Context: an optimization exercise on an open-source flow, tuned for small area. The choices shown serve that exercise and are no tape-out recipe. Only simulation tests tie the RTL to the original design; equivalence was not proved. No activity file was given, so power comes from the tool's default toggle rates.

==> flow/design.v <==
module _8bitmultclk(clk,ca,auto,zap,hinib,x,lo,acu,cap);
	input clk;
	input [3:0]ca;
	input auto,zap,hinib;
	input [7:0]x,lo;
	output reg [7:0]acu;
	output reg [3:0]cap;
	reg bor;
	wire yraw=lo[ca[2:0]];
	wire ybit=yraw^bor;
	wire [8:0]acc={1'b0,acu}+(ybit ? x : 8'd0);
	always@(posedge clk)
	begin
		bor<=~ca[3]&((bor&~yraw)|(auto&(ca[2:0]==3'd0)));
		acu<=(ca[3]|zap) ? 8'd0 : acc[8:1];
		if(zap)
			cap<=4'd0;
		else if(~ca[3]&(~ca[2]|hinib))
			cap<={acc[0],cap[3:1]};
	end
endmodule
module debounce(opt,ipt,clk,en,rst_n);
	input ipt;
	input clk,en,rst_n;
	output opt;
	reg [1:0]cnt;
	always@(posedge clk or negedge rst_n)
		if(~rst_n)
			cnt<=2'b00;
		else if(en)
			cnt<={ipt&(cnt[1]|cnt[0]),ipt&~cnt[1]};
	assign opt=cnt[1]&~cnt[0];
endmodule
module displayhex(clk,tick,krst,rst_n,times,nib,seg_leds,seg_nCS);
	input clk,tick,krst,rst_n;
	input [3:0]nib;
	output wire [2:0]times;
	output wire [7:0]seg_leds;
	output wire [5:0]seg_nCS;
	reg [2:0]s;
	reg g;
	reg [3:0]data;
	assign times=g ? {s[1],s[0],~s[2]} : 3'b000;
	always@(posedge clk or negedge rst_n)
		if(!rst_n)
			s<=3'b101;
		else if(krst&&tick)
			s<=times;
	always@(posedge clk)
	begin
		if(!krst)
		begin
			g<=0;
			data<=0;
		end
		else if(tick)
		begin
			g<=1;
			data<=nib;
		end
	end
	assign seg_nCS={s!=3'b000,s!=3'b001,s!=3'b011,s!=3'b111,s!=3'b110,s!=3'b100};
	wire [15:0]sg7=16'h2812,sg6=16'hd860,sg5=16'hd004,sg4=16'h8492,sg3=16'h02ba,sg2=16'h208e,sg1=16'h1083;
	assign seg_leds={sg7[data],sg6[data],sg5[data],sg4[data],sg3[data],sg2[data],sg1[data],1'b1};
endmodule
module frediv(clk,rst_n,ca,tk1k,tk100,tk10,tk2);
	input clk,rst_n;
	output reg [3:0]ca; 
	output wire tk1k,tk100,tk10,tk2;
	reg [3:0]cb; 
	reg [3:0]cc; 
	reg [2:0]cd; 
	wire a3=~ca[2]&ca[1]&ca[0];
	wire b9=cb[3]&cb[0];
	wire c9=cc[3]&cc[0];
	always@(posedge clk or negedge rst_n)
		if(!rst_n)
		begin
			ca<=4'd4;
			cb<=0;
			cc<=0;
			cd<=0;
		end
		else
		begin
			ca<=(ca[3]&ca[0]) ? 4'd0 : ca+1'b1;
			if(a3)
			begin
				cb<=b9 ? 4'd0 : cb+1'b1;
				if(b9)
				begin
					cc<=c9 ? 4'd0 : cc+1'b1;
					if(c9)
						cd<=cd[2] ? 3'd0 : cd+1'b1;
				end
			end
		end
	assign tk1k=ca[3]&~ca[0];
	assign tk100=a3&cb[2]&~cb[1]&~cb[0];
	assign tk10=a3&b9&cc[2]&~cc[1]&~cc[0];
	assign tk2=tk10&cd[1]&~cd[0];
endmodule
module ledshow(en,clk,tick,krst,rst_n,led);
	input en,clk,tick,krst,rst_n;
	output wire [7:0]led;
	reg [2:0]w;
	reg [2:0]l;
	always@(posedge clk)
		w<={3{krst}}&(w+(tick&en));
	always@(posedge clk or negedge rst_n)
		if(!rst_n)
			l<=3'd7;
		else if(krst&&tick)
			l<=en ? w : 3'd7;
	wire p0=(l==3'd0)|(l==3'd6);
	wire p1=(l==3'd1)|(l==3'd5);
	wire p2=(l==3'd2)|(l==3'd4);
	wire p3=(l==3'd3);
	assign led={p0,p1,p2,p3,p3,p2,p1,p0};
endmodule
module main(rst_n,clk,keys,leds,seg_nCS,seg_leds);
	input rst_n;
	input clk;
	input [7:0]keys;
	output wire [7:0]leds;
	output wire [5:0]seg_nCS;
	output wire [7:0]seg_leds;
	localparam [2:0]rststa=3'b000,dpysta=3'b001,atosta=3'b010,adpsta=3'b011,mulsta=3'b110,mdpsta=3'b111;
	wire [3:0]ca;
	wire tk1k,tk100,tk10,tk2;
	frediv tb0(clk,rst_n,ca,tk1k,tk100,tk10,tk2);
	wire krst,key1,key2,key3,key4,key5,key7;
	debounce k1(krst,keys[0],clk,tk100,rst_n);
	debounce k2(key1,keys[1],clk,tk100,rst_n);
	debounce k3(key2,keys[2],clk,tk100,rst_n);
	debounce k4(key3,keys[3],clk,tk100,rst_n);
	debounce k5(key4,keys[4],clk,tk100,rst_n);
	debounce k6(key5,keys[5],clk,tk100,rst_n);
	debounce k8(key7,keys[7],clk,tk100,rst_n);
	reg [2:0]crtsta,nxtsta;
	reg [1:0]nktsta; 
	reg folinic;
	reg flag1,flag2,flag3,flag4,flag5;
	reg [7:0]in1,in2,atoin1;
	always@(posedge clk)
		if(!krst)
			crtsta<=rststa;
		else if(tk1k)
		begin
			if(!key1||!key2||!key3||!key4)
				crtsta<=nxtsta;
			else if(!key5||folinic)
				crtsta<={1'b0,nktsta};
		end
	always@(posedge clk or negedge rst_n)
		if(!rst_n)
		begin
			flag1<=0;
			flag2<=0;
			flag3<=0;
			flag4<=0;
		end
		else if(krst&&tk1k)
		begin
			flag1<=!key1;
			flag2<=!key2;
			flag3<=!key3;
			flag4<=!key4;
		end
	wire mulnow=(crtsta==mulsta);
	wire inc1=tk1k&!key2&!flag2&mulnow;
	wire inc2=tk1k&!key3&!flag3&mulnow;
	always@(posedge clk)
	begin
		in1<={8{krst}}&(in1+inc1);
		in2<={8{krst}}&(in2+inc2);
	end
	always@(posedge clk)
	begin
		if(!krst)
			nxtsta<=rststa;
		else if(tk1k)
		begin
			if(!key4&&!flag4)
				nxtsta<=(crtsta==mdpsta) ? atosta : mdpsta;
			else if(!key3)
				nxtsta<=flag3 ? mulsta : mdpsta;
			else if(!key2)
				nxtsta<=flag2 ? mulsta : mdpsta;
			else if(!key1&&!flag1)
				nxtsta<=(crtsta==rststa) ? dpysta : rststa;
		end
	end
	always@(posedge clk or negedge rst_n)
		if(!rst_n)
			flag5<=0;
		else if(key7&&tk2)
			flag5<=!key5;
	wire atonow=(crtsta==atosta);
	wire [7:0]atoinc=atoin1+1'b1;
	wire inca=tk2&key5&atonow;
	always@(posedge clk)
		atoin1<=key7 ? atoin1+inca : 8'd1;
	always@(posedge clk)
	begin
		if(!key7)
		begin
			nktsta<=atosta[1:0];
			folinic<=0;
		end
		else if(tk2)
		begin
			if(key5)
			begin
				nktsta<=atonow ? adpsta[1:0] : atosta[1:0];
				if(atonow)
					folinic<=1;
			end
			else if(!flag5)
			begin
				if(crtsta==atosta||crtsta==adpsta)
				begin
					nktsta<=dpysta[1:0];
					folinic<=0;
				end
				else
					nktsta<=rststa[1:0];
			end
		end
	end
	wire [7:0]hi=crtsta[2] ? in1 : atoin1; 
	wire [7:0]lo=crtsta[2] ? in2 : atoinc; 
	wire [2:0]times;
	wire [7:0]acu;
	wire [3:0]cap;
	wire auto=!crtsta[2];
	_8bitmultclk mul0(clk,ca,auto,auto&!key7,times==3'b001,hi,lo,acu,cap);
	reg [3:0]nib;
	always@(*)
	begin
		nib=4'h0;
		if(!crtsta[1])
		begin
			if(crtsta[0]) 
				case(times)
					3'b000,3'b111: nib=4'h2;
					3'b110,3'b100: nib=4'h3;
					default: nib=4'h0;
				endcase
		end
		else if(crtsta[0]) 
			case(times)
				3'b000,3'b001: nib=cap;
				3'b011: nib=acu[3:0];
				3'b111: nib=acu[7:4];
				default: nib=4'h0;
			endcase
		else 
			case(times)
				3'b011: nib=lo[3:0];
				3'b111: nib=lo[7:4];
				3'b110: nib=hi[3:0];
				3'b100: nib=hi[7:4];
				default: nib=4'h0;
			endcase
	end
	displayhex magallan(clk,tk1k,krst,rst_n,times,nib,seg_leds,seg_nCS);
	ledshow slience(crtsta==dpysta,clk,tk10,krst,rst_n,leds);
endmodule
==> flow/flow/run.sh <==
#!/bin/bash
# Own layout flow: the standard flow (standard.sh) with
#  - the standard synthesis, except that ABC maps the combinational logic
#    with flow/area.abc (own_synth.tcl); registers are mapped before ABC and
#    so are exactly the standard synthesis's; full-adder extraction is
#    skipped so that ABC sees all of the logic;
#  - port buffers of the smallest buffer cell instead of the flow's default;
#  - a clock tree of clkbuf_4/clkbuf_8 without dummy loads.
set -euo pipefail
W=$(pwd)
bash "$W/standard.sh" \
  "SYNTH_SCRIPT=$W/flow/own_synth.tcl" \
  "BUFFER_PORTS_ARGS=-buffer_cell sky130_fd_sc_hd__buf_1" \
  "CTS_ARGS=-sink_clustering_enable -repair_clock_nets -dont_use_dummy_load -buf_list {sky130_fd_sc_hd__clkbuf_16} -sink_clustering_size 100 -sink_clustering_max_diameter 1000" \
  finish > "$W/orfs_make.log" 2>&1
==> flow/flow/area.abc <==
strash
ifraig
scorr
dc2
strash
&get -n
&dch -f
&nf -R 1000 -C 32 -F 4 -A 4
&put
==> flow/flow/own_synth.tcl <==
# Standard synthesis (synth_recipe.tcl) with one change: the ABC pass that maps
# the combinational logic uses area.abc instead of ORFS's script. Registers
# are mapped before ABC runs, so they are the standard synthesis's.
set ::own_abc_script [file join [file dirname [file normalize [info script]]] area.abc]
proc abc {args} {
  set i [lsearch -exact $args -script]
  if { $i >= 0 } {
    set args [lreplace $args [expr {$i + 1}] [expr {$i + 1}] $::own_abc_script]
  }
  yosys abc {*}$args
}
proc extract_fa {args} { puts "own flow: extract_fa skipped" }
source [file join [file dirname [file dirname $::own_abc_script]] synth_recipe.tcl]
==> flow/standard.sh <==
#!/bin/bash
# synth_recipe.tcl (not shown) runs the flow's synth.tcl, then flattens the netlist and writes it again
# the make line also repeats each setting of config.mk as NAME=value (left out here)
make -C /OpenROAD-flow-scripts/flow DESIGN_CONFIG=/design/flow/config.mk WORK_HOME=/design/flow/orfs CLKGATE_MAP_FILE= SYNTH_SCRIPT=/design/flow/synth_recipe.tcl "${@:-finish}"
==> flow/config.mk <==
export PLATFORM = sky130hd
export DESIGN_NAME = main
export DESIGN_NICKNAME = main
export VERILOG_FILES = /design/flow/design.v
export SDC_FILE = /design/flow/constraint.sdc
export NUM_CORES = 4
export LEC_CHECK = 0
export CAP_MARGIN = 20
export CORE_MARGIN = 2
export CORE_UTILIZATION = 40
export PLACE_DENSITY = 0.6
export SLEW_MARGIN = 20
==> flow/constraint.sdc <==
create_clock -name core_clock -period 20.0 [get_ports {clk}]
set_input_delay 4.0000 -clock core_clock [delete_from_list [all_inputs] [get_ports {clk}]]
set_output_delay 4.0000 -clock core_clock [all_outputs]
set_load 0.01 [all_outputs]
==> flow_results.org, run 1 <==
** Clocking
- CTS placed an instance of sky130_fd_sc_hd__clkbuf_16 at the clock tree root.
- Clock-pin slew was measured on the worst setup and hold paths at 60 ps.
- Number of buffers inserted by hold repair at cts :: 0
- Gates resized during post-CTS repair numbered 0.
- In this run the post-CTS setup repair buffer count came out at 0.
- TritonCTS clock tree :: yes
- CTS buffer count :: 9
- At the later pin of the worst-skew pair, clock insertion delay measures 340 ps.
- Number of levels the H-tree was split into :: 3
- For this design, the sink count on the clock tree is 94.
- In this run the deepest clock path goes through 2 buffers.

** Layout
- After routing the design area is 4990 µm².
- Synth-to-Final Area Change :: 10.17%
- Number of nets in the layout :: 581
- 0 antenna diodes ended up in the layout.
- The post-route netlist has 3.515% of its cells at a drive strength greater than 1.
- Count of filler cells inserted in the layout :: 1096

** Logic synthesis
- For this run, the leading register cell type out of synthesis is sky130_fd_sc_hd__dfxtp_1.
- The biggest area contributor in the post-synthesis netlist is sky130_fd_sc_hd__dfxtp_1.
- Mean area per synthesized cell :: 8.419 µm²
- Synthesis instantiated 47 different standard cells from the library.
- The Yosys step of the flow raised 6 warnings.
- Yosys mapped a number of flops with a built-in enable equal to 0.
- Seq/Total Area, Yosys :: 46.13%
- Ranked by total cell area, the synthesized netlist is headed by sky130_fd_sc_hd__dfxtp_1 24%, sky130_fd_sc_hd__dfrtp_1 19%, sky130_fd_sc_hd__a21oi_1 8.4%.
- Synth Net Count :: 548
- The cell count after synthesis came out at 538.
- Most numerous cell types in the synthesized netlist :: 76 x sky130_fd_sc_hd__a21oi_1, 73 x sky130_fd_sc_hd__nor2_1, 66 x sky130_fd_sc_hd__nand2_1
- The synthesized design devotes to its leading area cell type 23.87% of total area.
- Netlist area before placement :: 4529 µm²
- Among all cell types in the netlist, the one instantiated most often is sky130_fd_sc_hd__a21oi_1.
- Async set or reset register ratio after synthesis :: 42.55%
- Synthesis inferred 94 register bits.

** Critical path
- Kind of cell adding the most delay to the critical path :: flip-flops
- Slack of the worst reg-to-reg path :: 15380 ps
- Crit path cell chain :: clkinv_1 > nor2_1 > nor2_1 > a211o_1 > nand3_1 > buf_1
- Type of the setup path with the least slack :: reg -> out
- Along the worst path, the maximum fanout reaches 6.
- Critical path launch point type :: register
- Data required time at the worst endpoint :: 16000 ps
- Delay of the slowest critical-path stage :: 410 ps
- Arr. time, crit path :: 1730 ps
- The worst setup path is captured at a primary output.
- Among the stages of the critical path, the cell type that occurs most often is sky130_fd_sc_hd__nor2_1.
- Among all stages on the critical path, the largest delay is contributed by sky130_fd_sc_hd__dfxtp_1.
- The critical path contains buffers and inverters numbering 2 combined.

** Floorplanning
- The initial utilization of the core area, before any placement, comes to 41.42%.
- Die height :: 110.4 µm
- From left edge to right edge, the die measures 110.4 µm.
- Pin placement for this block handled 32 I/O pins.
- Placeable core area :: 10940 µm²
- Total die area :: 12190 µm²
- Row generation in the floorplan step produced 38 rows.

** Job
- Count of max-cap constraint violations :: 0

** Timing
- Final Hold Violating Endpoints :: 0
- Pins over their slew limit :: 0
- Count of endpoints failing setup in the final report :: 0
- The clock period could shrink to 5731 ps.
- For the final database, setup skew stands at 14.12 ps.
- Fmax :: 174.5 MHz
- Hold Slack :: 453.7 ps
- The final critical path takes up 28.66% of the cycle.
- In the final timing run, aggregate negative setup slack is 0 ps.
- Slew HR :: 39.44%
- Unrepaired setup endpoints after global routing :: false
- Actual slew at the worst max-slew pin :: 908.5 ps
- The worst path meets setup with 14270 ps of slack.

** Power
- In this run the power density over the cells is 70.35 nW/µm².
- Leakage power figure :: 1.956 nW
- Peak supply drop :: 0.04403 mV

** Detailed routing
- Once detail routing completed, the nets flagged for antenna violations numbered 0.
- DRC violations left :: 0
- The first detailed-routing pass ran for 8 iterations.
- Total wire length :: 10.22 mm
- The final route contains 3907 vias.
- Starting DRC count in detailed routing :: 219
- Routed via count divided by cell count :: 5.511
- In the final routed layout, each cell accounts on average for 14.41 µm.

** Placement
- Once placement finished, the instance area stood at 4762 µm².
- Worst setup slack before clock tree synthesis :: 14620 ps
- The congestion estimate from routability-driven global placement came to 0.8763.
- Once detailed placement completed, the half-perimeter wirelength came to 7.482 mm.
- In this run the tool buffered the top-level ports with 29 buffer cells.

** GRT
- The number of global-route vias before repair came to 3608.
- Largest net degree at the start of global routing :: 41
- The first global-routing pass estimated 17.33 mm of wire.
- GR Overflow Total :: 0
- The number of antenna violations at the first check in global routing was 0.
- Overall routing resource usage :: 17.22%

** Min path
- The worst hold path belongs to the class reg -> reg.

** Run status
- Outcome :: timing/DRC/antenna clean
[routing by layer]
metal,track usage [%],up-vias,part of all wire [%]
li1,-,1996,-
met1,23.41,1827,48
met2,27.24,71,46
met3,2.744,13,3.6
met4,7.417,0,1.8
met5,0,-,0
[layout by cell type (no fill, tap or decap), drive strengths merged, types with 2 or more instances in the layout]
cell type / n
nand2b: 6
nand3b: 8
or3: 5
a21oi: 76
xnor2: 10
nor4: 2
nand4: 2
or2: 4
nand3: 14
a222oi: 5
o22ai: 2
xor2: 7
nor2: 73
and3: 17
and2: 3
o31ai: 2
buf: 31
clkbuf: 9
a211oi: 4
a221oi: 2
dfxtp: 54
o221ai: 2
mux2i: 9
nor2b: 9
a31oi: 6
dfrtp: 34
o21a: 3
a21o: 7
clkinv: 9
dfstp: 6
nor3: 23
mux2: 4
o22a: 3
nand2: 66
o21ai: 38
o211a: 2
[per-stage QoR]
stage          util (%)  std cells  power, mW
2_1_floorplan         -        538     0.2057
4_1_cts           45.61        709     0.3556
6_report          45.63        709     0.3510
3_3_place_gp      43.55        700     0.2114
5_1_grt           45.63        709     0.3666
3_5_place_dp      43.55        700     0.2119
[registers in the layout, summed over array words and instances, names as in the netlist, 8 cells and up]
signal and flops:
atoin1 8, in1 8, in2 8, mul0.acu 8
[area by class of cell]
type	instances	area [µm²]	area share (%)
multi-input cells	426	2341	46.92
flip-flops and latches	94	2090	41.88
clock buffers	9	225.2	4.514
well taps	140	175.2	3.511
repair buffers	31	125.1	2.508
inverters	9	33.78	0.6770
[final timing paths]
path | from | endpoint | cells after the start
max | magallan.data[2]$_SDFFE_PN0P_ | seg_leds[4] | 6
min | in2[7]$_DFF_P_ | in2[7]$_DFF_P_ | 1
max reg2reg | atoin1[0]$_SDFF_PN1_ | mul0.acu[7]$_SDFF_PP0_ | 19
min reg2reg | in2[7]$_DFF_P_ | in2[7]$_DFF_P_ | 1
max in group asynchronous | rst_n | tb0.cd[0]$_DFFE_PN0P_ | 1
min in group asynchronous | rst_n | k6.cnt[1]$_DFFE_PN0P_ | 1
[power by group]
group / internal (mW) / switching [mW] / leakage [nW] / total, mW
Clock: 0.0793 / 0.0637 / 0.111 / 0.143
Combinational: 0.00418 / 0.00909 / 0.923 / 0.0133
Sequential: 0.192 / 0.00296 / 0.922 / 0.195
[kinds of logic after synthesis]
| kind of cell | after synthesis | synth area share [%] |
|---|---|---|
| XOR/XNOR | 17 | 3.287 |
| flip-flops | 94 | 46.13 |
| buffers and inverters | 18 | 2.237 |
| AO/OA/AOI/OAI | 160 | 20.80 |
| multiplexers | 14 | 3.481 |
| other | 1 | 0.08279 |
| AND/OR/NAND/NOR | 234 | 23.98 |
==> run 2: changes to the inputs <==
--- a/flow/flow/run.sh
+++ b/flow/flow/run.sh
@@ -11,5 +11,5 @@
 bash "$W/standard.sh" \
   "SYNTH_SCRIPT=$W/flow/own_synth.tcl" \
   "BUFFER_PORTS_ARGS=-buffer_cell sky130_fd_sc_hd__buf_1" \
-  "CTS_ARGS=-sink_clustering_enable -repair_clock_nets -dont_use_dummy_load -buf_list {sky130_fd_sc_hd__clkbuf_16} -sink_clustering_size 100 -sink_clustering_max_diameter 1000" \
+  "CTS_ARGS=-sink_clustering_enable -repair_clock_nets -dont_use_dummy_load -buf_list {sky130_fd_sc_hd__clkbuf_8 sky130_fd_sc_hd__clkbuf_16} -sink_clustering_size 50 -sink_clustering_max_diameter 500" \
   finish > "$W/orfs_make.log" 2>&1
==> flow_results.org, run 2 <==
** Run status
- The run finished with no timing, DRC or antenna violations.

** Clocking
- CTS Sinks :: 94
- Cell at the root of the clock tree :: sky130_fd_sc_hd__clkbuf_16
- Number of levels the H-tree was split into :: 3
- In this run the deepest clock path goes through 2 buffers.
- Resized cells post-CTS :: 0
- For the worst-skew pair, the clock arrives at the later sink with an insertion delay of 340 ps.
- CTS buffer count :: 9
- After clock tree synthesis, the clock-pin slew on the worst setup and hold paths is 60 ps.
- Buffers added to address setup during post-CTS repair amount to 0.
- Number of buffers inserted by hold repair at cts :: 0
- TritonCTS built the clock tree.

** GRT
- Number of antenna violations at the first check in global routing :: 0
- Vias in the first global route :: 3608
- Largest net degree at the start of global routing :: 41
- The first global-routing pass estimated 17.33 mm of wire.
- GR Overflow Total :: 0
- In the global route stage, overall resource usage came out at 17.22%.

** Logic synthesis
- The number of different library cells used by synthesis comes to 47.
- Sequential elements use 46.13% of the synthesized area.
- Post-Syn Instances :: 538
- During synthesis, Yosys emitted a total of 6 warnings.
- The synthesized design contains 0 enable-type register cells.
- Among all flip-flop cells after synthesis, the most frequent one is sky130_fd_sc_hd__dfxtp_1.
- Most repeated cell in the gate-level netlist after synthesis :: sky130_fd_sc_hd__a21oi_1
- Counting flops and latches in the post-synthesis netlist gives 94.
- Of the post-synthesis cell area, the dominant cell type holds 23.87%.
- Async set or reset register ratio after synthesis :: 42.55%
- Netlist area before placement :: 4529 µm²
- Cell type with the highest aggregate area in the netlist :: sky130_fd_sc_hd__dfxtp_1
- Mean area per synthesized cell :: 8.419 µm²
- Synth Net Count :: 548
- Most numerous cell types in the synthesized netlist :: 76 x sky130_fd_sc_hd__a21oi_1, 73 x sky130_fd_sc_hd__nor2_1, 66 x sky130_fd_sc_hd__nand2_1
- Leading post-synthesis cells by cell area :: sky130_fd_sc_hd__dfxtp_1 24%, sky130_fd_sc_hd__dfrtp_1 19%, sky130_fd_sc_hd__a21oi_1 8.4%

** Critical path
- Slack of the worst reg-to-reg path :: 15380 ps
- Nature of the critical path endpoint :: primary output
- In this run the worst path has a maximum fanout of 6.
- The critical path is of the reg -> out type.
- For the worst setup path, the data arrival time is 1730 ps.
- Critical path launch point type :: register
- Data required time at the worst endpoint :: 16000 ps

** Power
- In this run, flip-flops and latches consume 55.5% of the power.
- Switching share of total power :: 21.58%
- Summed over all nets, the switching power comes to 0.07575 mW.
- Clock Power Share :: 40.7%
- The worst-case IR drop observed on VDD is 0.04403 mV.
- Power Internal :: 0.2753 mW
- Leakage power figure :: 1.956 nW
- The share of total power dissipated in combinational logic is 3.8%.
- Power Dens Cells :: 70.35 nW/µm²

** Detailed routing
- DRC violations left :: 0
- After detailed routing, the average wire length per cell comes to 14.41 µm.
- After the first detailed-routing iteration, the DRC count stood at 219.
- Using the TritonRoute via totals, the vias-per-cell ratio works out to 5.511.
- Via count :: 3907
- After detailed routing, the total wire length is 10.22 mm.
- The count of nets left with antenna violations once routing finished came out at 0.
- The first detailed-routing pass ran for 8 iterations.

** Timing
- In the finished design, the share of the clock period the worst path needs comes to 28.66%.
- Minimum clock period :: 5731 ps
- The number of max-slew violations in the final report was 0.
- The final hold violation count is 0.
- At the pin with the least slew margin, the transition time is 908.5 ps.
- Final clock skew :: 14.12 ps
- Slew HR :: 39.44%
- Unrepaired setup endpoints after global routing :: false
- Setup total negative slack :: 0 ps
- Setup violations remaining at the end of the flow were counted as 0.
- Based on the critical path, the design can be clocked at up to 174.5 MHz.

** Layout
- In the final design database the tool counted 581 nets.
- The number of antenna diodes in the final layout is 0.
- The top cell types in the final layout, fill and taps aside, are 76 x sky130_fd_sc_hd__a21oi_1, 73 x sky130_fd_sc_hd__nor2_1, 66 x sky130_fd_sc_hd__nand2_1, 54 x sky130_fd_sc_hd__dfxtp_1, 38 x sky130_fd_sc_hd__o21ai_0.
- Leaving out fill and tap cells, the most frequent cell in the layout is sky130_fd_sc_hd__a21oi_1.
- With fillers left out, the area of the finished cells amounts to 4990 µm².
- Fill cells in the final layout number 1096.
- Of the cells placed in the final design, the portion with a size suffix greater than 1 is 3.515%.
- Relative to the synthesized area, the layout overhead comes to 10.17%.

** Placement
- At the end of routability-driven placement, the weighted congestion stood at 0.8763.
- Number of buffers added on ports :: 29
- HPWL after DPL :: 7.482 mm
- In this run the cell area measured after placement is 4762 µm².

** Min path
- Min-Delay Path Class :: reg -> reg

** Job
- Count of max-cap constraint violations :: 0

** Floorplanning
- Initial core utilization :: 41.42%
- Total die area :: 12190 µm²
- Die height :: 110.4 µm
- Row generation in the floorplan step produced 38 rows.
- In this run the standard cell core region covers 10940 µm².
- During I/O placement, the number of pins put on the boundary was 32.
- Horiz. Die Dim :: 110.4 µm
## run 2: worst max-delay path: stages, from the launching register on
cell and delay [ps]:
sky130_fd_sc_hd__dfxtp_1 410, sky130_fd_sc_hd__clkinv_1 160, sky130_fd_sc_hd__nor2_1 230, sky130_fd_sc_hd__nor2_1 100, sky130_fd_sc_hd__a211o_1 290, sky130_fd_sc_hd__nand3_1 70
sky130_fd_sc_hd__buf_1 150
## run 2: through the flow
step	total power, mW	setup slack [ps]	hold slack (ps)	instances	utilization [%]
3_5_place_dp	0.2119	14620	449.8	700	43.55
4_1_cts	0.3556	14260	461.1	709	45.61
6_report	0.3510	14270	453.7	709	45.63
3_3_place_gp	0.2114	14660	442.6	700	43.55
2_1_floorplan	0.2057	14830	422.5	538	-
5_1_grt	0.3666	14140	474.6	709	45.63
## run 2: layout make-up
type | count | area [µm²] | share of cell area (%)
inverters | 9 | 33.78 | 0.6770
clock buffers | 9 | 225.2 | 4.514
multi-input cells | 426 | 2341 | 46.92
well taps | 140 | 175.2 | 3.511
flip-flops and latches | 94 | 2090 | 41.88
repair buffers | 31 | 125.1 | 2.508
## run 2: power groups by stage
stage,sequential [mW],clock [mW],combinational [mW]
after CTS,0.195,0.148,0.0134
after global routing,0.195,0.156,0.0152
after floorplan,0.198,0,0.00801
after detailed placement,0.199,0,0.0134
after global placement,0.198,0,0.0131
final,0.195,0.143,0.0133
## run 2: final timing paths
| kind | startpoint | endpoint | depth (start not counted) |
|---|---|---|---|
| setup / recovery | magallan.data[2]$_SDFFE_PN0P_ | seg_leds[4] | 6 |
| hold / removal | in2[7]$_DFF_P_ | in2[7]$_DFF_P_ | 1 |
| setup reg to reg | atoin1[0]$_SDFF_PN1_ | mul0.acu[7]$_SDFF_PP0_ | 19 |
| hold reg to reg | in2[7]$_DFF_P_ | in2[7]$_DFF_P_ | 1 |
| max in group asynchronous | rst_n | tb0.cd[0]$_DFFE_PN0P_ | 1 |
| min in group asynchronous | rst_n | k6.cnt[1]$_DFFE_PN0P_ | 1 |
## run 2: metal layers
layer  track usage [%]  up-vias  share of wire (%)
li1                  -     1996                  -
met1             23.41     1827                 48
met2             27.24       71                 46
met3             2.744       13                3.6
met4             7.417        0                1.8
met5                 0        -                  0
## run 2: cell families (layout without fill, tap and decap cells)
logic type / count (synthesis) / in the layout / share of synthesized area (%)
muxes: 14 / 14 / 3.481
DFF: 94 / 94 / 46.13
buffers and inverters: 18 / 49 / 2.237
other: 1 / 1 / 0.08279
and+or+nand+nor: 234 / 234 / 23.98
xor gates and xnor gates: 17 / 17 / 3.287
AOI/OAI and AO/OA: 160 / 160 / 20.80
==> run 3: changes to the inputs <==
--- a/flow/flow/run.sh
+++ b/flow/flow/run.sh
@@ -11,5 +11,5 @@
 bash "$W/standard.sh" \
   "SYNTH_SCRIPT=$W/flow/own_synth.tcl" \
   "BUFFER_PORTS_ARGS=-buffer_cell sky130_fd_sc_hd__buf_1" \
-  "CTS_ARGS=-sink_clustering_enable -repair_clock_nets -dont_use_dummy_load -buf_list {sky130_fd_sc_hd__clkbuf_8 sky130_fd_sc_hd__clkbuf_16} -sink_clustering_size 50 -sink_clustering_max_diameter 500" \
+  "CTS_ARGS=-sink_clustering_enable -repair_clock_nets -dont_use_dummy_load -buf_list {sky130_fd_sc_hd__clkbuf_16} -sink_clustering_size 100 -sink_clustering_max_diameter 1000 -sink_buffer_max_cap_derate 1.0" \
   finish > "$W/orfs_make.log" 2>&1
==> flow_results.org, run 3 <==
** Run status
- The run finished with no timing, DRC or antenna violations.

** Detailed routing
- Wires add up to 10.22 mm.
- Dividing the detail-routed wire length by the instance count gives 14.41 µm.
- Via count :: 3907
- In this run, the number of DRC markers left after iteration 0 of detailed routing was 219.
- Wire segments on met2 add up to 4.707 mm in the final route.
- In the routed layout, each cell is associated on average with a via count of 5.511.
- Before antenna repair, the detailed router went through 8 iterations.
- For this block, wires on met1 add up to 4.955 mm.
- DRC violations left :: 0
- Met3 wire len :: 373 µm
- Uppermost signal routing layer after detailed routing :: met4
- The detail route stage leaves a number of antenna-violating nets equal to 0.

** Logic synthesis
- Post-synth top area share :: 23.87%
- Number of synthesized register bits :: 94
- Cell type with the highest aggregate area in the netlist :: sky130_fd_sc_hd__dfxtp_1
- Number of warning messages in the yosys log :: 6
- Leading post-synthesis cells by cell area :: sky130_fd_sc_hd__dfxtp_1 24%, sky130_fd_sc_hd__dfrtp_1 19%, sky130_fd_sc_hd__a21oi_1 8.4%
- Async set or reset register ratio after synthesis :: 42.55%
- Post-Syn Instances :: 538
- Yosys mapped a number of flops with a built-in enable equal to 0.
- Seq/Total Area, Yosys :: 46.13%
- Netlist area before placement :: 4529 µm²
- Most repeated cell in the gate-level netlist after synthesis :: sky130_fd_sc_hd__a21oi_1
- The commonest cells after synthesis are 76 x sky130_fd_sc_hd__a21oi_1, 73 x sky130_fd_sc_hd__nor2_1, 66 x sky130_fd_sc_hd__nand2_1.
- Mean area per synthesized cell :: 8.419 µm²
- Number of distinct library cells after synthesis :: 47
- Synth Net Count :: 548
- Among all flip-flop cells after synthesis, the most frequent one is sky130_fd_sc_hd__dfxtp_1.

** Clocking
- In this run, CTS created clock tree buffers numbering 9.
- CTS Sinks :: 94
- TritonCTS clock tree :: yes
- Cell at the root of the clock tree :: sky130_fd_sc_hd__clkbuf_16
- After clock tree synthesis, the clock-pin slew on the worst setup and hold paths is 60 ps.
- CTS max path bufs :: 2
- The later pin in the worst-skew pair is clocked with a latency of 340 ps.
- Number of setup buffers added after CTS :: 0
- Number of buffers inserted by hold repair at cts :: 0
- Resized cells post-CTS :: 0
- Number of levels the H-tree was split into :: 3

** Floorplanning
- The die is 110.4 µm wide.
- For this design the top-level I/O count stands at 32.
- The initialized floorplan defines 38 standard-cell rows.
- The die is 110.4 µm tall.
- Once the floorplan was initialized, standard cells occupied 41.42% of the core.
- Total die area :: 12190 µm²
- Placeable core area :: 10940 µm²

** Layout
- Most used cells in the layout excluding fill and tap cells :: 76 x sky130_fd_sc_hd__a21oi_1, 73 x sky130_fd_sc_hd__nor2_1, 66 x sky130_fd_sc_hd__nand2_1, 54 x sky130_fd_sc_hd__dfxtp_1, 38 x sky130_fd_sc_hd__o21ai_0
- Area of all sequential standard cells :: 2090 µm²
- In the final layout, the multi-input gates occupy 2341 µm².
- After filler insertion, the fill cell instance count of the layout stands at 1096.
- After the last flow step, the layout net total stands at 581.
- Cell Count, Final, Fillers Out :: 709
- Measured on the finished design, the core utilization comes to 45.63%.
- Summing all non-filler instances in the final layout gives an area of 4990 µm².
- Synth-to-Final Area Change :: 10.17%
- Number of antenna diodes :: 0
- Commonest non-fill, non-tap cell in the layout :: sky130_fd_sc_hd__a21oi_1
- In the final layout, the share of cells above drive strength 1 is 3.515%.

** Min path
- Min-Delay Path Class :: reg -> reg

** Power
- Summed over all cells, the static leakage comes to 1.956 nW.
- Power Dens Cells :: 70.35 nW/µm²
- Power comes to 0.3510 mW.
- Peak supply drop :: 0.04403 mV

** Job
- Count of max-cap constraint violations :: 0

** Timing
- Final Hold Violating Endpoints :: 0
- The smallest clock period supported by the final layout is computed as 5731 ps.
- Setup violations remaining at the end of the flow were counted as 0.
- The final critical path takes up 28.66% of the cycle.
- Final clock skew :: 14.12 ps
- Headroom to the max-slew limit came out at 39.44%.
- Actual slew at the worst max-slew pin :: 908.5 ps
- Setup WS post-layout :: 14270 ps
- Fmax :: 174.5 MHz
- Unrepaired setup endpoints after global routing :: false
- The number of max-slew violations in the final report is 0.
- In the final timing run, aggregate negative setup slack is 0 ps.
- Hold Slack :: 453.7 ps

** GRT
- Global routing finished with a remaining overflow of 0.
- Across every metal layer, demand over resource in global routing totals 17.22%.
- The number of global-route vias before repair came to 3608.
- Entering global routing, the biggest net connects 41 pins.
- The number of antenna violations at the first check in global routing came to 0.
- Wire length of the first global-routing pass :: 17.33 mm

** Placement
- Timing analysis after detailed placement gives a worst setup slack of 14620 ps.
- Detailed placement ended at an HPWL of 7.482 mm.
- Cell count after placement :: 700
- Cell area after placement :: 4762 µm²
- Number of buffers added on ports :: 29
- The congestion estimate from routability-driven global placement came to 0.8763.

** Critical path
- Along the worst path, the maximum fanout reaches 6.
- The worst setup path is of the reg -> out kind.
- Arr. time, crit path :: 1730 ps
- STA puts the critical path data required time at 16000 ps.
- STA classifies the critical path endpoint as a primary output.
- Critical path launch point type :: register
## run 3: kinds of logic after synthesis
group                  share of synthesized area, %
buffers and inverters                         2.237
XOR/XNOR                                      3.287
flip-flops                                    46.13
AO/OA/AOI/OAI                                 20.80
multiplexers                                  3.481
AND/OR/NAND/NOR                               23.98
other                                       0.08279
## run 3: final timing paths
kind / startpoint / end / slack [ps] / depth (start not counted)
setup reg to reg: atoin1[0]$_SDFF_PN1_ / mul0.acu[7]$_SDFF_PP0_ / 15380 / 19
hold / removal: in2[7]$_DFF_P_ / in2[7]$_DFF_P_ / 450 / 1
hold reg to reg: in2[7]$_DFF_P_ / in2[7]$_DFF_P_ / 450 / 1
setup / recovery: magallan.data[2]$_SDFFE_PN0P_ / seg_leds[4] / 14270 / 6
max in group asynchronous: rst_n / tb0.cd[0]$_DFFE_PN0P_ / 15640 / 1
min in group asynchronous: rst_n / k6.cnt[1]$_DFFE_PN0P_ / 3790 / 1
## run 3: report_power, final
part | leakage (nW) | internal (mW) | switching, mW | total [mW]
logic | 0.923 | 0.00418 | 0.00909 | 0.0133
clock network | 0.111 | 0.0793 | 0.0637 | 0.143
registers | 0.922 | 0.192 | 0.00296 | 0.195
## run 3: area by class of cell
cell class	count	share of cell area (%)
Multi-Input combinational cell	426	46.92
Tap cell	140	3.511
Sequential cell	94	41.88
Clock buffer	9	4.514
Timing Repair Buffer	31	2.508
Inverter	9	0.6770
## run 3: routing by layer
metal / track usage (%) / vias up
met2: 27.24 / 71
met3: 2.744 / 13
met4: 7.417 / 0
met1: 23.41 / 1827
li1: - / 1996
met5: 0 / -
## run 3: worst max-delay path: stages, from the launching register on
cell and delay [ps]:
sky130_fd_sc_hd__dfxtp_1 410, sky130_fd_sc_hd__clkinv_1 160, sky130_fd_sc_hd__nor2_1 230, sky130_fd_sc_hd__nor2_1 100, sky130_fd_sc_hd__a211o_1 290, sky130_fd_sc_hd__nand3_1 70
sky130_fd_sc_hd__buf_1 150
==> run 4: changes to the inputs <==
--- a/flow/flow/run.sh
+++ b/flow/flow/run.sh
@@ -11,5 +11,5 @@
 bash "$W/standard.sh" \
   "SYNTH_SCRIPT=$W/flow/own_synth.tcl" \
   "BUFFER_PORTS_ARGS=-buffer_cell sky130_fd_sc_hd__buf_1" \
-  "CTS_ARGS=-sink_clustering_enable -repair_clock_nets -dont_use_dummy_load -buf_list {sky130_fd_sc_hd__clkbuf_16} -sink_clustering_size 100 -sink_clustering_max_diameter 1000 -sink_buffer_max_cap_derate 1.0" \
+  "CTS_ARGS=-sink_clustering_enable -repair_clock_nets -dont_use_dummy_load -buf_list {sky130_fd_sc_hd__clkbuf_8} -sink_clustering_size 100 -sink_clustering_max_diameter 1000 -sink_buffer_max_cap_derate 1.0" \
   finish > "$W/orfs_make.log" 2>&1
==> flow_results.org, run 4 <==
** Min path
- Along the worst hold path, the cell count comes to 1.
- Min-Delay Path Class :: reg -> reg
- The worst hold path terminates at in2[7]$_DFF_P_.
- Hold Path Origin :: in2[7]$_DFF_P_

** Logic synthesis
- After synthesis, the mean cell area works out to 8.419 µm².
- Number of distinct library cells after synthesis :: 47
- Netlist area before placement :: 4529 µm²
- The largest total area in the synthesized netlist belongs to sky130_fd_sc_hd__dfxtp_1.
- The cell count after synthesis came out at 538.
- The share of synthesized area in the top cell type comes to 23.87%.
- Number of warning messages in the yosys log :: 6
- Seq/Total Area, Yosys :: 46.13%
- Ranked by instance count, the synthesized netlist is headed by 76 x sky130_fd_sc_hd__a21oi_1, 73 x sky130_fd_sc_hd__nor2_1, 66 x sky130_fd_sc_hd__nand2_1.
- Of all flip-flops after synthesis, the portion carrying an async set or reset was 42.55%.
- The synthesized design contains 0 enable-type register cells.
- The most common cell in the synthesized netlist is sky130_fd_sc_hd__a21oi_1.
- Leading post-synthesis cells by cell area :: sky130_fd_sc_hd__dfxtp_1 24%, sky130_fd_sc_hd__dfrtp_1 19%, sky130_fd_sc_hd__a21oi_1 8.4%
- In this run, synthesis produced a sequential element count of 94.
- When the netlist entered floorplanning its net count stood at 548.
- Top FF cell, synth :: sky130_fd_sc_hd__dfxtp_1

** Floorplanning
- Horiz. Die Dim :: 110.4 µm
- Die height :: 110.4 µm
- Total die area :: 12190 µm²
- The initial utilization of the core area, before any placement, comes to 41.42%.
- After floorplanning, the core was sized to cover 10940 µm².
- Floorplan row count :: 38
- For this design the top-level I/O count stands at 32.

** Layout
- Registers take 2090 µm².
- Compared with the post-synthesis result, the final layout area differs by 7.928%.
- Leaving out fill and tap cells, the most frequent cell in the layout is sky130_fd_sc_hd__a21oi_1.
- Layout cell share with drive strength beyond 1 :: 3.515%
- In the layout the commonest cells are 76 x sky130_fd_sc_hd__a21oi_1, 73 x sky130_fd_sc_hd__nor2_1, 66 x sky130_fd_sc_hd__nand2_1, 54 x sky130_fd_sc_hd__dfxtp_1, 38 x sky130_fd_sc_hd__o21ai_0.
- Final core utilization :: 44.70%
- The net count of the finished layout is 581.
- After the flow finishes, the layout carries non-filler instances totaling 709.
- The repair_antennas step left the layout with diodes totalling 0.
- Count of filler cells inserted in the layout :: 1108
- Summing all multi-input logic gate instances after layout gives 2341 µm².

** Timing
- Minimum clock period :: 5760 ps
- In the final timing run, aggregate negative setup slack is 0 ps.
- Unrepaired setup endpoints after global routing :: false
- Based on the critical path, the design can be clocked at up to 173.6 MHz.
- Count of endpoints failing setup in the final report :: 0
- Actual slew at the worst max-slew pin :: 904.1 ps
- Between clock sinks in the finished design, the worst skew comes to 18.24 ps.
- Final cycle utilization of the critical path :: 28.80%
- Slew HR :: 39.72%
- Hold Slack :: 457.2 ps
- The number of max-slew violations in the final report came to 0.
- The final hold violation count came to 0.

** Clocking
- CTS max path bufs :: 2
- Cell at the root of the clock tree :: sky130_fd_sc_hd__clkbuf_8
- The number of clock buffers added by TritonCTS is 9.
- Number of buffers inserted by hold repair at cts :: 0
- Later-pin clock latency in the skew report :: 360 ps
- The number of setup buffers added after CTS is 0.
- The H-tree generated during clock tree synthesis spans 3 levels.
- TritonCTS built the clock tree.
- Once the clock tree was built, the resizer swapped 0 gates to a different size.
- CTS clk-pin slew, worst paths :: 80 ps
- CTS Sinks :: 94

** Power
- Summed over all nets, the switching power comes to 0.07109 mW.
- In this run, the combinational gates consume 4.3% of the power.
- Of the total power, registers draw 63.3%.
- Internal power comes to 0.2362 mW.
- Power Dens Cells :: 62.86 nW/µm²
- Peak supply drop :: 0.03779 mV
- Net switching is 23.14% of the power.
- In this run, the clock network consumes 32.4% of the power.
- Leakage power figure :: 1.910 nW
- Total power of the final layout :: 0.3073 mW

** Job
- Count of max-cap constraint violations :: 0

** Critical path
- At the worst endpoint, the arrival time is 1760 ps.
- Worst reg2reg startpoint :: atoin1[0]$_SDFF_PN1_
- Of all nets on the critical path, the largest fanout is 6.
- End of the worst register-to-register path :: mul0.acu[7]$_SDFF_PP0_
- Worst r2r path cells :: 19
- Origin of the worst setup path :: magallan.data[2]$_SDFFE_PN0P_
- STA classifies the critical path startpoint as a register.
- Nature of the critical path endpoint :: primary output
- For the worst setup path, the data required time is 16000 ps.
- The critical path in this run is classified as reg -> out.
- The worst register-to-register path has a setup slack of 15350 ps.

** GRT
- The number of antenna violations at the first check in global routing was 0.
- After global routing the overflow that remains totals 0.
- Entering global routing, the biggest net connects 41 pins.
- Global routing used 17.13% of the available tracks across all layers.
- The number of global-route vias before repair is 3589.
- Wire length of the first global-routing pass :: 17.28 mm

** Detailed routing
- Average wire length per cell after detail routing :: 14.45 µm
- Total wire length :: 10.25 mm
- Final ANT Viol Nets :: 0
- In the routed design, unresolved DRC markers number 0.
- Drt first pass iters :: 5
- Using the TritonRoute via totals, the vias-per-cell ratio works out to 5.529.
- After the first detailed-routing iteration, the DRC count stood at 216.
- Via count :: 3920

** Placement
- Number of buffers added on ports :: 29
- Routability congestion estimate :: 0.8763
- Cell count after placement :: 700
- HPWL after DPL :: 7.482 mm

** Run status
- The run finished with no timing, DRC or antenna violations.
[run 4: worst max-delay path, cell delays in order (launching register included)]
cell	delay, ps
sky130_fd_sc_hd__dfxtp_1	420
sky130_fd_sc_hd__clkinv_1	160
sky130_fd_sc_hd__nor2_1	230
sky130_fd_sc_hd__nor2_1	100
sky130_fd_sc_hd__a211o_1	290
sky130_fd_sc_hd__nand3_1	70
sky130_fd_sc_hd__buf_1	150
[run 4: per-stage QoR]
stage                     area (µm²)  setup slack, ps
after CTS                       4886            14240
after global placement          4762            14660
after global routing            4888            14110
final                           4888            14240
after detailed placement        4762            14620
after floorplan                 4529            14830
[run 4: worst max-delay path by stage]
stage	endpoint	slack (ps)	cells past startpoint
after floorplan	seg_leds[6]	14830	3
after global placement	seg_leds[4]	14660	6
after detailed placement	seg_leds[4]	14620	6
after CTS	seg_leds[4]	14240	6
after global routing	seg_leds[4]	14110	6
final	seg_leds[4]	14240	6
[run 4: layer usage]
layer	part of all wire, %	up-vias	track usage (%)
met1	48	1820	23.51
met2	46	91	27.16
li1	-	1997	-
met3	4.1	12	2.909
met4	1.6	0	6.417
met5	0	-	0
[run 4: kinds of logic (layout without fill, tap and decap cells)]
group                     Yosys count  in the layout  synth area share [%]
xor gates and xnor gates           17             17                 3.287
other                               1              1               0.08279
buffers and inverters              18             49                 2.237
DFF                                94             94                 46.13
AOI/OAI and AO/OA                 160            160                 20.80
and+or+nand+nor                   234            234                 23.98
muxes                              14             14                 3.481
[run 4: cell type report]
class | instances | area share, %
inverters | 9 | 0.6911
repair buffers | 31 | 2.560
well taps | 140 | 3.583
multi-input cells | 426 | 47.89
flip-flops and latches | 94 | 42.74
clock buffers | 9 | 2.534
[run 4: power by group through the flow]
stage / clock network, mW / logic (mW) / registers, mW
floorplan: 0 / 0.00801 / 0.198
global placement: 0 / 0.0131 / 0.198
detailed placement: 0 / 0.0134 / 0.199
CTS: 0.103 / 0.0134 / 0.194
global route: 0.113 / 0.0152 / 0.195
finish: 0.0995 / 0.0132 / 0.195
==> run 5: changes to the inputs <==
--- a/flow/flow/run.sh
+++ b/flow/flow/run.sh
@@ -11,5 +11,5 @@
 bash "$W/standard.sh" \
   "SYNTH_SCRIPT=$W/flow/own_synth.tcl" \
   "BUFFER_PORTS_ARGS=-buffer_cell sky130_fd_sc_hd__buf_1" \
-  "CTS_ARGS=-sink_clustering_enable -repair_clock_nets -dont_use_dummy_load -buf_list {sky130_fd_sc_hd__clkbuf_8} -sink_clustering_size 100 -sink_clustering_max_diameter 1000 -sink_buffer_max_cap_derate 1.0" \
+  "CTS_ARGS=-sink_clustering_enable -repair_clock_nets -dont_use_dummy_load -buf_list {sky130_fd_sc_hd__clkbuf_4 sky130_fd_sc_hd__clkbuf_8}" \
   finish > "$W/orfs_make.log" 2>&1
--- a/flow/config.mk
+++ b/flow/config.mk
@@ -7,6 +7,6 @@
 export LEC_CHECK = 0
 export CAP_MARGIN = 20
 export CORE_MARGIN = 2
-export CORE_UTILIZATION = 40
-export PLACE_DENSITY = 0.6
+export CORE_UTILIZATION = 65
+export PLACE_DENSITY = 0.8
 export SLEW_MARGIN = 20
==> flow_results.org, run 5 <==
** Floorplanning
- Total die area :: 7652 µm²
- The initialized floorplan defines 30 standard-cell rows.
- Placeable core area :: 6756 µm²
- Measured along the x axis, the die boundary spans 87.48 µm.
- The floorplan step set the die height to 87.48 µm.
- Number of ports placed on the die boundary :: 32
- Once the floorplan was initialized, standard cells occupied 67.04% of the core.

** Clocking
- CTS clk-pin slew, worst paths :: 80 ps
- The clock passes through at most 2 buffers.
- Later-pin clock latency in the skew report :: 360 ps
- In this run the number of H-tree levels came out at 3.
- CTS placed an instance of sky130_fd_sc_hd__clkbuf_8 at the clock tree root.
- Number of buffers inserted by hold repair at cts :: 0
- Number of setup buffers added after CTS :: 0
- For this design, the sink count on the clock tree is 94.
- Resized cells post-CTS :: 0
- TritonCTS clock tree :: yes
- Counting the buffers created by CTS gives 9.

** Layout
- Leaving out filler cells and counting taps, the final layout contains 648.
- Synth-to-Final Area Change :: 6.105%
- Layout cell share with drive strength beyond 1 :: 3.345%
- The repair_antennas step left the layout with diodes totalling 0.
- Number of nets in the layout :: 580
- The library cell used most frequently in the layout, excluding fill and tap cells, is sky130_fd_sc_hd__a21oi_1.
- Most used cells in the layout excluding fill and tap cells :: 76 x sky130_fd_sc_hd__a21oi_1, 73 x sky130_fd_sc_hd__nor2_1, 66 x sky130_fd_sc_hd__nand2_1, 54 x sky130_fd_sc_hd__dfxtp_1, 38 x sky130_fd_sc_hd__o21ai_0

** Run status
- The flow ran to the end and the layout has no timing, DRC or antenna violations.

** Logic synthesis
- Leading post-synthesis cells by cell area :: sky130_fd_sc_hd__dfxtp_1 24%, sky130_fd_sc_hd__dfrtp_1 19%, sky130_fd_sc_hd__a21oi_1 8.4%
- After synthesis, the largest area contributor takes up 23.87% of total cell area.
- A synthesized cell averages 8.419 µm².
- Yosys instantiated no cell more often than sky130_fd_sc_hd__a21oi_1.
- Number of enable flip-flop cells after synthesis :: 0
- Sequential elements use 46.13% of the synthesized area.
- The number of nets handed over by synthesis was 548.
- Netlist area before placement :: 4529 µm²
- Number of warning messages in the yosys log :: 6
- The most used flip-flop cell after synthesis is sky130_fd_sc_hd__dfxtp_1.
- By count the netlist is led by 76 x sky130_fd_sc_hd__a21oi_1, 73 x sky130_fd_sc_hd__nor2_1, 66 x sky130_fd_sc_hd__nand2_1.
- Cell type with the highest aggregate area in the netlist :: sky130_fd_sc_hd__dfxtp_1
- Synthesis handed over a netlist of 538 instances.
- After synthesis the netlist holds a flip-flop and latch count of 94.
- Yosys mapped the design onto 47 distinct sky130hd cell types.
- Async set or reset register ratio after synthesis :: 42.55%

** Critical path
- Type of the setup path with the least slack :: reg -> out
- The worst register-to-register path begins at atoin1[0]$_SDFF_PN1_.
- The worst setup path is launched from a register.
- In this run the critical register-to-register path is captured at mul0.acu[6]$_SDFF_PP0_.
- STA classifies the critical path endpoint as a primary output.
- Measured in cells, the most critical reg-to-reg path has a length of 20.
- At the worst endpoint, the required time is 16000 ps.
- Maximum net fanout on the critical path :: 6
- Arr. time, crit path :: 1770 ps
- Tracing the worst setup path back leads to its startpoint at magallan.data[2]$_SDFFE_PN0P_.
- Setup slack on the worst reg-to-reg path comes out at 15330 ps.

** Timing
- Pins over their slew limit :: 0
- Summed over all failing endpoints, the final setup total negative slack is 0 ps.
- Fmax :: 173.2 MHz
- At the pin with the least slew margin, the transition time is 874.6 ps.
- Unrepaired setup endpoints after global routing :: false
- Final clock skew :: 26.83 ps
- Final cycle utilization of the critical path :: 28.87%
- Count of endpoints failing setup in the final report :: 0
- Final Hold Violating Endpoints :: 0
- The smallest clock period supported by the final layout is computed as 5774 ps.
- Headroom to the max-slew limit came out at 41.69%.

** Detailed routing
- After detailed routing, the number of remaining DRC violations is 0.
- Dividing the detail-routed via count by the number of cells gives 6.144.
- Via count :: 3981
- After the first detailed-routing iteration, the DRC count stood at 295.
- Average wire length per cell after detail routing :: 15.17 µm
- Drt first pass iters :: 5
- Total wire length :: 9.829 mm
- Final ANT Viol Nets :: 0

** GRT
- The total overflow left after global routing is 0.
- Global routing used 27.17% of the available tracks across all layers.
- Vias in the first global route :: 3613
- Number of antenna violations at the first check in global routing :: 0
- In the global route stage, met2 resource usage came out at 45.25%.
- Largest net degree at the start of global routing :: 41
- Wire length of the first global-routing pass :: 16.24 mm
- Routing usage on met3 :: 6.256%
- Global routing used 34.27% of the available met1 tracks.
- Busiest grt layer :: met2

** Placement
- HPWL after DPL :: 7.193 mm
- Routability congestion estimate :: 0.8783
- Buffers placed on the I/O ports in this run total 29.
- Cell count after placement :: 639

** Power
- Leakage power figure :: 1.905 nW
- Internal power comes to 0.2360 mW.
- Power Dens Cells :: 63.41 nW/µm²
- Switching share of total power :: 22.56%
- Peak supply drop :: 0.04760 mV
- Clock Power Share :: 31.9%
- Per report_power, the combinational group accounts for 4.3% of the total.
- After layout, the design draws a total of 0.3047 mW.
- Per report_power, the sequential group accounts for 63.8% of the total.
- In this run the power spent charging and discharging nets is 0.06875 mW.

** Min path
- The worst hold path terminates at in2[7]$_DFF_P_.
- Worst hold path cell count :: 1
- Hold Path Origin :: in2[7]$_DFF_P_
- Min-Delay Path Class :: reg -> reg

** Job
- The tool flagged a number of max-cap violations equal to 0.
-- run 5: cell families after synthesis --
group                  after synthesis  synth area share [%]
other                                1               0.08279
AO/OA/AOI/OAI                      160                 20.80
AND/OR/NAND/NOR                    234                 23.98
multiplexers                        14                 3.481
XOR/XNOR                            17                 3.287
flip-flops                          94                 46.13
buffers and inverters               18                 2.237
-- run 5: through the flow --
stage	utilization [%]	cell area (µm²)	hold WS (ps)	worst slack (ps)
after floorplan	-	4529	422.5	14830
after global placement	69.26	4679	439.6	14660
after detailed placement	69.26	4679	446.0	14590
after CTS	71.09	4803	461.0	14230
after global routing	71.13	4806	497.2	14080
final	71.13	4806	457.0	14230
-- run 5: final cells by class --
cell class | count | area, µm²
Inverter | 9 | 33.78
Sequential cell | 94 | 2090
Multi-Input combinational cell | 426 | 2341
Fill cell | 552 | 1951
Clock buffer | 9 | 123.9
Timing Repair Buffer | 30 | 117.6
Tap cell | 80 | 100.1
-- run 5: per-layer routing --
layer,vias up,share of wire (%)
met2,107,49
met1,1858,44
li1,1992,-
met3,24,4.8
met4,0,2.3
met5,-,0
-- run 5: worst max-delay path by stage --
stage               depth (start not counted)  slack (ps)     endpoint
finish                                      6       14230  seg_leds[4]
global route                                6       14080  seg_leds[7]
CTS                                         6       14230  seg_leds[4]
detailed placement                          6       14590  seg_leds[4]
global placement                            6       14660  seg_leds[4]
floorplan                                   3       14830  seg_leds[6]
-- run 5: power groups by stage --
stage | Clock (mW) | Combinational, mW | Sequential, mW
2_1_floorplan | 0 | 0.00801 | 0.198
3_3_place_gp | 0 | 0.0126 | 0.198
3_5_place_dp | 0 | 0.0130 | 0.198
4_1_cts | 0.0997 | 0.0130 | 0.194
5_1_grt | 0.108 | 0.0147 | 0.195
6_report | 0.0972 | 0.0130 | 0.194
-- run 5: critical path: stages (launching register included) --
cell	delay, ps
sky130_fd_sc_hd__dfxtp_1	430
sky130_fd_sc_hd__clkinv_1	170
sky130_fd_sc_hd__nor2_1	240
sky130_fd_sc_hd__nor2_1	90
sky130_fd_sc_hd__a211o_1	290
sky130_fd_sc_hd__nand3_1	70
sky130_fd_sc_hd__buf_1	150
==> run 6: changes to the inputs <==
--- a/flow/config.mk
+++ b/flow/config.mk
@@ -7,6 +7,6 @@
 export LEC_CHECK = 0
 export CAP_MARGIN = 20
 export CORE_MARGIN = 2
-export CORE_UTILIZATION = 65
-export PLACE_DENSITY = 0.8
+export CORE_UTILIZATION = 40
+export PLACE_DENSITY = 0.6
 export SLEW_MARGIN = 20
==> flow_results.org, run 6 <==
** Critical path
- Nature of the critical path endpoint :: primary output
- Worst r2r path cells :: 19
- The worst register-to-register path ends at mul0.acu[7]$_SDFF_PP0_.
- For the worst setup path, the data required time is 16000 ps.
- Critical path launch point type :: register
- Origin of the worst setup path :: magallan.data[2]$_SDFFE_PN0P_
- Worst reg2reg startpoint :: atoin1[0]$_SDFF_PN1_
- Slack of the worst reg-to-reg path :: 15350 ps
- Arr. time, crit path :: 1760 ps
- Maximum net fanout on the critical path :: 6
- Following the worst setup path forward leads to its endpoint at seg_leds[4].
- By startpoint and endpoint, the worst setup path is classified as reg -> out.

** Min path
- Min-Delay Path Class :: reg -> reg

** Floorplanning
- Floorplan row count :: 38
- Once the floorplan was initialized, standard cells occupied 41.42% of the core.
- Number of ports placed on the die boundary :: 32
- The floorplan step defined a core boundary enclosing 10940 µm².
- In this run the vertical extent of the chip is 110.4 µm.
- Horiz. Die Dim :: 110.4 µm
- The floorplan step defined a die boundary enclosing 12190 µm².

** Detailed routing
- In the routed layout, each cell is associated on average with a via count of 5.529.
- Average wire length per cell after detail routing :: 14.45 µm
- DRC violations left :: 0
- For this block, the via count after detailed routing is 3920.
- Wires add up to 10.25 mm.
- Final ANT Viol Nets :: 0
- For this block, the initial DRC count from the detailed router was 216.
- Drt first pass iters :: 5

** Clocking
- For this design, the CTS-stage hold fixing added 0 buffers.
- In this run, CTS created clock tree buffers numbering 9.
- At the later pin of the worst-skew pair, clock insertion delay measures 360 ps.
- The clock tree synthesis step divided the H-tree into 3 levels.
- The longest clock path from root to sink contains 2 buffers.
- Resized cells post-CTS :: 0
- TritonCTS clock tree :: yes
- The clock drives 94 sinks.
- Number of setup buffers added after CTS :: 0
- In this run the clock root is driven by a sky130_fd_sc_hd__clkbuf_8.
- CTS clk-pin slew, worst paths :: 80 ps

** Logic synthesis
- The cell area that synthesis handed to floorplanning was 4529 µm².
- Synthesis handed over a netlist of 538 instances.
- In this run, synthesis inferred 0 flip-flops with an integrated enable.
- Averaged over all synthesized cells, the footprint is 8.419 µm².
- The most common cell in the synthesized netlist is sky130_fd_sc_hd__a21oi_1.
- By area the synthesized netlist is led by sky130_fd_sc_hd__dfxtp_1 24%, sky130_fd_sc_hd__dfrtp_1 19%, sky130_fd_sc_hd__a21oi_1 8.4%.
- Most numerous cell types in the synthesized netlist :: 76 x sky130_fd_sc_hd__a21oi_1, 73 x sky130_fd_sc_hd__nor2_1, 66 x sky130_fd_sc_hd__nand2_1
- Cell type with the highest aggregate area in the netlist :: sky130_fd_sc_hd__dfxtp_1
- Async set or reset register ratio after synthesis :: 42.55%
- After synthesis the netlist holds a flip-flop and latch count of 94.
- Seq/Total Area, Yosys :: 46.13%
- Number of warning messages in the yosys log :: 6
- Synthesis produced a netlist with a net count of 548.
- Number of distinct library cells after synthesis :: 47
- Summed over its instances, the top area cell type makes up 23.87% of the synthesized netlist area.
- Among all flip-flop cells after synthesis, the most frequent one is sky130_fd_sc_hd__dfxtp_1.

** Layout
- Registers take 2090 µm².
- The repair_antennas step left the layout with diodes totalling 0.
- Count of filler cells inserted in the layout :: 1108
- Of the cells placed in the final design, the portion with a size suffix greater than 1 is 3.515%.
- Combined area of the multi-input logic cells :: 2341 µm²
- Number of nets in the layout :: 581
- Post-route cell area :: 4888 µm²
- Commonest non-fill, non-tap cell in the layout :: sky130_fd_sc_hd__a21oi_1
- Compared with the post-synthesis result, the final layout area differs by 7.928%.
- Most used cells in the layout excluding fill and tap cells :: 76 x sky130_fd_sc_hd__a21oi_1, 73 x sky130_fd_sc_hd__nor2_1, 66 x sky130_fd_sc_hd__nand2_1, 54 x sky130_fd_sc_hd__dfxtp_1, 38 x sky130_fd_sc_hd__o21ai_0

** Timing
- Between clock sinks in the finished design, the worst skew comes to 18.24 ps.
- The number of max-slew violations in the final report is 0.
- The worst path needs 5760 ps of the cycle, external delays included.
- Final Hold Violating Endpoints :: 0
- The final critical path takes up 28.80% of the cycle.
- Setup repair after global routing left no endpoint under its margin.
- Hold timing on the final database bottoms out at a slack of 457.2 ps.
- Setup WS post-layout :: 14240 ps
- Count of endpoints failing setup in the final report :: 0
- After routing, the total negative slack on setup checks comes to 0 ps.
- Headroom to the max-slew limit came out at 39.72%.
- Derived from the worst setup path, the maximum achievable clock frequency is 173.6 MHz.
- Actual slew at the worst max-slew pin :: 904.1 ps

** Placement
- Number of buffers added on ports :: 29
- Prior to clock tree synthesis, the placed netlist has a worst setup slack of 14620 ps.
- Routability congestion estimate :: 0.8763
- After legalization and detailed placement, the total HPWL measured 7.482 mm.
- Cell area after placement :: 4762 µm²

** GRT
- Met2 capacity usage during global routing :: 27.16%
- Routing usage on met3 :: 2.909%
- Met1 GRT Util :: 23.51%
- The total overflow left after global routing is 0.
- Entering global routing, the biggest net connects 41 pins.
- Wire length of the first global-routing pass :: 17.28 mm
- The number of antenna violations at the first check in global routing came to 0.
- After global routing, the most crowded layer is met2.
- Overall routing resource usage :: 17.13%
- The number of global-route vias before repair was 3589.

** Power
- Summed over all cells, the static leakage comes to 1.910 nW.
- Peak supply drop :: 0.03779 mV
- For this design the ratio of total power to cell area is 62.86 nW/µm².

** Job
- Across the run, the number of max-cap violations was 0.

** Run status
- Outcome :: timing/DRC/antenna clean
[run 6: cell types whose count changed in the layout (fill, tap and decap cells not counted), sizes merged]
| cell | before | now |
|---|---|---|
| buf | 30 | 31 |
[run 6: layout make-up]
| class | instances | share of cell area (%) |
|---|---|---|
| Timing Repair Buffer | 31 | 2.560 |
| Tap cell | 140 | 3.583 |
| Inverter | 9 | 0.6911 |
| Multi-Input combinational cell | 426 | 47.89 |
| Sequential cell | 94 | 42.74 |
| Clock buffer | 9 | 2.534 |
[run 6: kinds of logic after synthesis]
| kind of cell | Yosys count | synth area share, % |
|---|---|---|
| AOI/OAI and AO/OA | 160 | 20.80 |
| xor gates and xnor gates | 17 | 3.287 |
| buffers and inverters | 18 | 2.237 |
| DFF | 94 | 46.13 |
| muxes | 14 | 3.481 |
| other | 1 | 0.08279 |
| and+or+nand+nor | 234 | 23.98 |
[run 6: per-stage QoR]
stage	cells	util, %	total power, mW
2_1_floorplan	538	-	0.2057
3_3_place_gp	700	43.55	0.2114
3_5_place_dp	700	43.55	0.2119
4_1_cts	709	44.68	0.3110
5_1_grt	709	44.70	0.3230
6_report	709	44.70	0.3073
[run 6: per-layer routing]
layer  routed length, µm  up-vias
li1                    -     1997
met1                4936     1820
met2                4719       91
met3                 423       12
met4                 167        0
met5                   0        -
[run 6: worst min path at each step]
stage                     slack, ps  cells after the start           start              to
after floorplan                 420                      1  in1[7]$_DFF_P_  in1[7]$_DFF_P_
after global placement          440                      1  in2[7]$_DFF_P_  in2[7]$_DFF_P_
after detailed placement        450                      1  in2[7]$_DFF_P_  in2[7]$_DFF_P_
after CTS                       460                      1  in2[7]$_DFF_P_  in2[7]$_DFF_P_
after global routing            480                      1  in2[7]$_DFF_P_  in2[7]$_DFF_P_
final                           460                      1  in2[7]$_DFF_P_  in2[7]$_DFF_P_
[run 6: critical path, cell delays in order, from the launching register on]
cell and delay [ps]:
sky130_fd_sc_hd__dfxtp_1 420, sky130_fd_sc_hd__clkinv_1 160, sky130_fd_sc_hd__nor2_1 230, sky130_fd_sc_hd__nor2_1 100, sky130_fd_sc_hd__a211o_1 290, sky130_fd_sc_hd__nand3_1 70
sky130_fd_sc_hd__buf_1 150
[run 6: report_power, final]
group          internal (mW)  total [mW]  switching (mW)  leakage [nW]
clock network         0.0405      0.0995          0.0591        0.0647
logic                0.00418      0.0132         0.00906         0.923
registers              0.192       0.195         0.00298         0.922
total                  0.236       0.307          0.0711          1.91

## re-timing with driven ports
The results above use ideal ports. As a check the final layouts listed here were re-extracted and re-timed, cells and wires unchanged. Step 1 sets driving cells, clkbuf_16 on the clock port and buf_2 on the other inputs (assumed; they add their load-dependent delay and slew). Step 2, shift: input delay + t, output delay - t, t = (earliest + latest rising clock arrival at the registers) / 2. This alone moves slack from input paths to output paths. Slacks: no drivers / after step 1 / after step 2; pairs: no drivers / after step 1.
| run | shift t [ns] | setup slack, ns | hold WS [ns] | latest minus earliest clock arrival (ns) | worst data-port slew with drivers (ns) |
|---|---|---|---|---|---|
| run 1 | 0.370 | 14.269 / 14.230 / 14.600 | 0.454 / 0.454 / 0.454 | 0.014 / 0.014 | 0.03 |
| run 2 | 0.370 | 14.269 / 14.230 / 14.600 | 0.454 / 0.454 / 0.454 | 0.014 / 0.014 | 0.03 |
| run 3 | 0.370 | 14.269 / 14.230 / 14.600 | 0.454 / 0.454 / 0.454 | 0.014 / 0.014 | 0.03 |
| run 4 | 0.385 | 14.240 / 14.208 / 14.593 | 0.457 / 0.457 / 0.457 | 0.018 / 0.018 | 0.03 |
| run 5 | 0.379 | 14.226 / 14.193 / 14.572 | 0.457 / 0.457 / 0.457 | 0.026 / 0.027 | 0.03 |
| run 6 | 0.385 | 14.240 / 14.208 / 14.593 | 0.457 / 0.457 / 0.457 | 0.018 / 0.018 | 0.03 |
After both steps setup and hold are still met in every run listed.
